This is an optimization exercise on Yosys and OpenROAD, whose aim is small area and a short achievable clock period, not a production implementation. No driver is modelled on the clock port, so clock power and skew are understated where the tree is cut down; a real chip needs a root buffer or a tree. Power and IR drop assume default switching activity.

==> flow/design.v <==
`timescale 1ns / 1ps
module bcnn_pipeline (
    input  wire       clk,
    input  wire       reset,
    input  wire       pixel_in,
    input  wire       valid_in,
    input  wire [8:0] weight_bits1,
    input  wire [8:0] weight_bits2,
    input  wire [3:0] threshold1,
    input  wire [3:0] threshold2,
    output reg        pixel_out,
    output reg        valid_out
);
    reg [4:0] cp, rp;
    wire      last_col = &cp;
    always @(posedge clk) begin
        if (reset) begin
            cp <= 5'd4;
            rp <= 5'd5;
        end else if (valid_in) begin
            cp <= last_col ? 5'd4 : cp + 5'd1;
            if (last_col)
                rp <= (rp == 5'd0) ? 5'd5 : rp + 5'd1;
        end
    end
    wire f_lb1 = ~&cp[4:1];                           
    wire f_pl1 = ~cp[0] & (cp[4] | cp[3]);            
    wire f_c2  = cp[0] & (cp[4] | cp[3]);             
    wire f_ra  = ~rp[0] & (rp[4] | rp[3]);            
    wire f_rb  = rp[1] & ~rp[0] & (rp[4] | (rp[3] & rp[2]));  
    wire f_l2  = f_c2 & f_ra;
    function [2:0] therm;
        input [2:0] q;
        therm = {&q, (q[0] & q[1]) | (q[0] & q[2]) | (q[1] & q[2]), |q};
    endfunction
    function [9:0] le_therm;
        input [3:0] th;
        integer j;
        for (j = 0; j < 10; j = j + 1)
            le_therm[j] = (th <= j);
    endfunction
    function [2:0] add_n;
        input [1:0] u;
        input [2:0] g;
        add_n = g[2] ? {1'b0, u} + 3'd3 : g[1] ? {1'b0, u} + 3'd2 :
                g[0] ? {1'b0, u} + 3'd1 : {1'b0, u};
    endfunction
    function act;
        input [2:0] u;
        input [9:0] lth;
        input [2:0] g;
        act = lth[u] | (g[0] & lth[u + 1]) | (g[1] & lth[u + 2]) | (g[2] & lth[u + 3]);
    endfunction
    function [1:0] count3;
        input [2:0] q;
        count3 = {(q[0] & q[1]) | (q[0] & q[2]) | (q[1] & q[2]), ^q};
    endfunction
    reg  [51:0] lb1;                  
    wire        x1 = pixel_in;        
    wire        m1 = lb1[25];         
    wire        t1 = lb1[51];         
    wire [2:0] q10 = {~(t1 ^ weight_bits1[8]), ~(m1 ^ weight_bits1[5]), ~(x1 ^ weight_bits1[2])};
    wire [2:0] q11 = {~(t1 ^ weight_bits1[7]), ~(m1 ^ weight_bits1[4]), ~(x1 ^ weight_bits1[1])};
    wire [2:0] q12 = {~(t1 ^ weight_bits1[6]), ~(m1 ^ weight_bits1[3]), ~(x1 ^ weight_bits1[0])};
    reg  [1:0] s1;
    reg  [2:0] v1;                    
    reg        a1_r;                  
    wire [2:0] v1_nx = add_n(s1, therm(q11));
    wire       a1    = act(v1, le_therm(threshold1), therm(q12));
    always @(posedge clk) begin
        if (valid_in) begin
            if (f_lb1)
                lb1 <= {lb1[50:0], x1};
            s1   <= count3(q10);
            v1   <= v1_nx;
            a1_r <= a1;
        end
    end
    reg        left1;                 
    reg [11:0] pl1;                   
    reg        p1_r;                  
    wire       pair1    = left1 | a1_r;
    wire       pair1_ev = f_pl1;
    wire       p1_ev    = f_pl1 & f_ra;
    always @(posedge clk) begin
        if (valid_in) begin
            left1 <= a1_r;
            if (pair1_ev)
                pl1 <= {pl1[10:0], pair1};
            if (p1_ev)
                p1_r <= pair1 | pl1[11];
        end
    end
    wire       l2_ev = f_l2;
    reg [23:0] lb2;                   
    wire       x2 = p1_r;
    wire       m2 = lb2[11];
    wire       t2 = lb2[23];
    wire [2:0] q20 = {~(t2 ^ weight_bits2[8]), ~(m2 ^ weight_bits2[5]), ~(x2 ^ weight_bits2[2])};
    wire [2:0] q21 = {~(t2 ^ weight_bits2[7]), ~(m2 ^ weight_bits2[4]), ~(x2 ^ weight_bits2[1])};
    wire [2:0] q22 = {~(t2 ^ weight_bits2[6]), ~(m2 ^ weight_bits2[3]), ~(x2 ^ weight_bits2[0])};
    reg  [1:0] s2;
    reg  [2:0] v2;
    wire [2:0] v2_nx = add_n(s2, therm(q21));
    wire       a2    = act(v2, le_therm(threshold2), therm(q22));
    reg        left2;
    reg  [4:0] pl2;
    wire       pair2    = left2 | a2;
    wire       pair2_ev = l2_ev & cp[1] & cp[0] & (cp[4] | (cp[3] & cp[2]));
    wire       out_ev   = pair2_ev & f_rb;
    always @(posedge clk) begin
        if (l2_ev && valid_in) begin
            lb2 <= {lb2[22:0], x2};
            s2  <= count3(q20);
            v2  <= v2_nx;
        end
        if (l2_ev && valid_in)
            left2 <= a2;
        if (pair2_ev && valid_in)
            pl2 <= {pl2[3:0], pair2};
        pixel_out <= pair2 | pl2[4];
    end
    always @(posedge clk) begin
        if (reset)
            valid_out <= 1'b0;
        else
            valid_out <= valid_in && out_ev;
    end
endmodule
clock: 4.0 ns
lec_check: 0
cap_margin: 20
core_margin: 2
core_utilization: 40
setup_slack_margin: 2.2
slew_margin: 20
standard.sh (not shown) runs the stock make flow with config.mk's settings and CLKGATE_MAP_FILE= SYNTH_SCRIPT=/design/flow/synth_recipe.tcl, a recipe that flattens the netlist after the stock synthesis.
==> flow/flow/run.sh <==
#!/bin/bash
# Standard ORFS layout (the standard.sh) with two changes:
#  - ports are buffered with a small buffer cell (resizing may grow it);
#  - the clock tree is built by flow/manual_cts.tcl: the clock port drives one
#    root clkbuf, which drives a few clkbufs, each feeding a balanced group of
#    flip-flops (all sinks at the same depth).
set -euo pipefail
W=$PWD
export BUFFER_PORTS_ARGS="-buffer_cell sky130_fd_sc_hd__buf_1"
export PRE_CTS_TCL=$W/flow/manual_cts.tcl
export MCTS_CLOCK_PORT=clk
export MCTS_ROOT=sky130_fd_sc_hd__clkbuf_4
export MCTS_BUF=sky130_fd_sc_hd__clkbuf_16
export MCTS_GROUPS=5
export REMOVE_ABC_BUFFERS=1
bash standard.sh > $W/standard_flow.log 2>&1
Other scripts of this flow, unchanged in this note and not shown: flow/flow/manual_cts.tcl
Next try:
--- a/flow/design.v
+++ b/flow/design.v
@@ -40,15 +40,23 @@
             le_therm[j] = (th <= j);
     endfunction
-    function [2:0] add_n;
-        input [1:0] u;
+    function [6:0] w_of;
+        input [1:0] s;
+        input [9:0] lth;
+        integer k;
+        for (k = 0; k < 7; k = k + 1)
+            w_of[k] = ((s == 2'd0) & lth[k])     | ((s == 2'd1) & lth[k + 1]) |
+                      ((s == 2'd2) & lth[k + 2]) | ((s == 2'd3) & lth[k + 3]);
+    endfunction
+    function [3:0] v_of;
+        input [6:0] w;
         input [2:0] g;
-        add_n = g[2] ? {1'b0, u} + 3'd3 : g[1] ? {1'b0, u} + 3'd2 :
-                g[0] ? {1'b0, u} + 3'd1 : {1'b0, u};
+        integer m;
+        for (m = 0; m < 4; m = m + 1)
+            v_of[m] = w[m] | (g[0] & w[m + 1]) | (g[1] & w[m + 2]) | (g[2] & w[m + 3]);
     endfunction
     function act;
-        input [2:0] u;
-        input [9:0] lth;
+        input [3:0] v;
         input [2:0] g;
-        act = lth[u] | (g[0] & lth[u + 1]) | (g[1] & lth[u + 2]) | (g[2] & lth[u + 3]);
+        act = v[0] | (g[0] & v[1]) | (g[1] & v[2]) | (g[2] & v[3]);
     endfunction
     function [1:0] count3;
@@ -64,8 +72,8 @@
     wire [2:0] q12 = {~(t1 ^ weight_bits1[6]), ~(m1 ^ weight_bits1[3]), ~(x1 ^ weight_bits1[0])};
     reg  [1:0] s1;
-    reg  [2:0] v1;                    
-    reg        a1_r;                  
-    wire [2:0] v1_nx = add_n(s1, therm(q11));
-    wire       a1    = act(v1, le_therm(threshold1), therm(q12));
+    reg  [3:0] v1;
+    reg        pr1;
+    wire [3:0] v1_nx = v_of(w_of(s1, le_therm(threshold1)), therm(q11));
+    wire       a1    = act(v1, therm(q12));
     always @(posedge clk) begin
         if (valid_in) begin
@@ -74,20 +82,16 @@
             s1   <= count3(q10);
             v1   <= v1_nx;
-            a1_r <= a1;
+            pr1  <= a1 | (cp[0] & pr1);
         end
     end
-    reg        left1;                 
     reg [11:0] pl1;                   
     reg        p1_r;                  
-    wire       pair1    = left1 | a1_r;
-    wire       pair1_ev = f_pl1;
-    wire       p1_ev    = f_pl1 & f_ra;
+    wire       p1_ev = f_pl1 & f_ra;
     always @(posedge clk) begin
         if (valid_in) begin
-            left1 <= a1_r;
-            if (pair1_ev)
-                pl1 <= {pl1[10:0], pair1};
+            if (f_pl1)
+                pl1 <= {pl1[10:0], pr1};
             if (p1_ev)
-                p1_r <= pair1 | pl1[11];
+                p1_r <= pr1 | pl1[11];
         end
     end
@@ -101,7 +105,7 @@
     wire [2:0] q22 = {~(t2 ^ weight_bits2[6]), ~(m2 ^ weight_bits2[3]), ~(x2 ^ weight_bits2[0])};
     reg  [1:0] s2;
-    reg  [2:0] v2;
-    wire [2:0] v2_nx = add_n(s2, therm(q21));
-    wire       a2    = act(v2, le_therm(threshold2), therm(q22));
+    reg  [3:0] v2;
+    wire [3:0] v2_nx = v_of(w_of(s2, le_therm(threshold2)), therm(q21));
+    wire       a2    = act(v2, therm(q22));
     reg        left2;
     reg  [4:0] pl2;
Synthesized area decreases by 2.0%.
Power drops by 1.8%.
Register-to-register slack is worse by 40 ps.
Global-route usage shrinks by 0.28 points.
Worst setup slack gets worse by 38 ps.
Wire length drops by 3.2%.
Maximum frequency went down by 2.0%.
Die area drops by 2.0%.
No functional check of the RTL was part of any run of this note. In every run of this note, the design's own scripts or RTL, not TritonCTS, make the clock network.

separate check: timing with driven ports:
The results above use ideal ports. As a check the final layouts listed here were re-extracted and re-timed, cells and wires unchanged. Step 1 assumes that a clkbuf_16 drives the clock port and a buf_2 every other input. Step 2, shift: input delay + t, output delay - t, t = (earliest + latest rising clock arrival at the registers) / 2. This alone moves slack from input paths to output paths. Slacks: ideal ports / drivers / drivers and shift; pairs: ideal ports / drivers.
run	t (ns)	setup slack, ns	hold WS [ns]	worst setup path after step 2	pins driven straight from the clock port
the first run	0.460	2.094 / 2.094 / 1.665	0.424 / 0.424 / 0.424	input to register	1
the second run	0.478	2.056 / 2.056 / 1.718	0.422 / 0.422 / 0.422	input to register	1
After both steps every run listed still meets setup and hold. For the first run, which loses most, drivers alone change the setup slack by 0.000 ns; drivers and shift together by -0.429 ns.
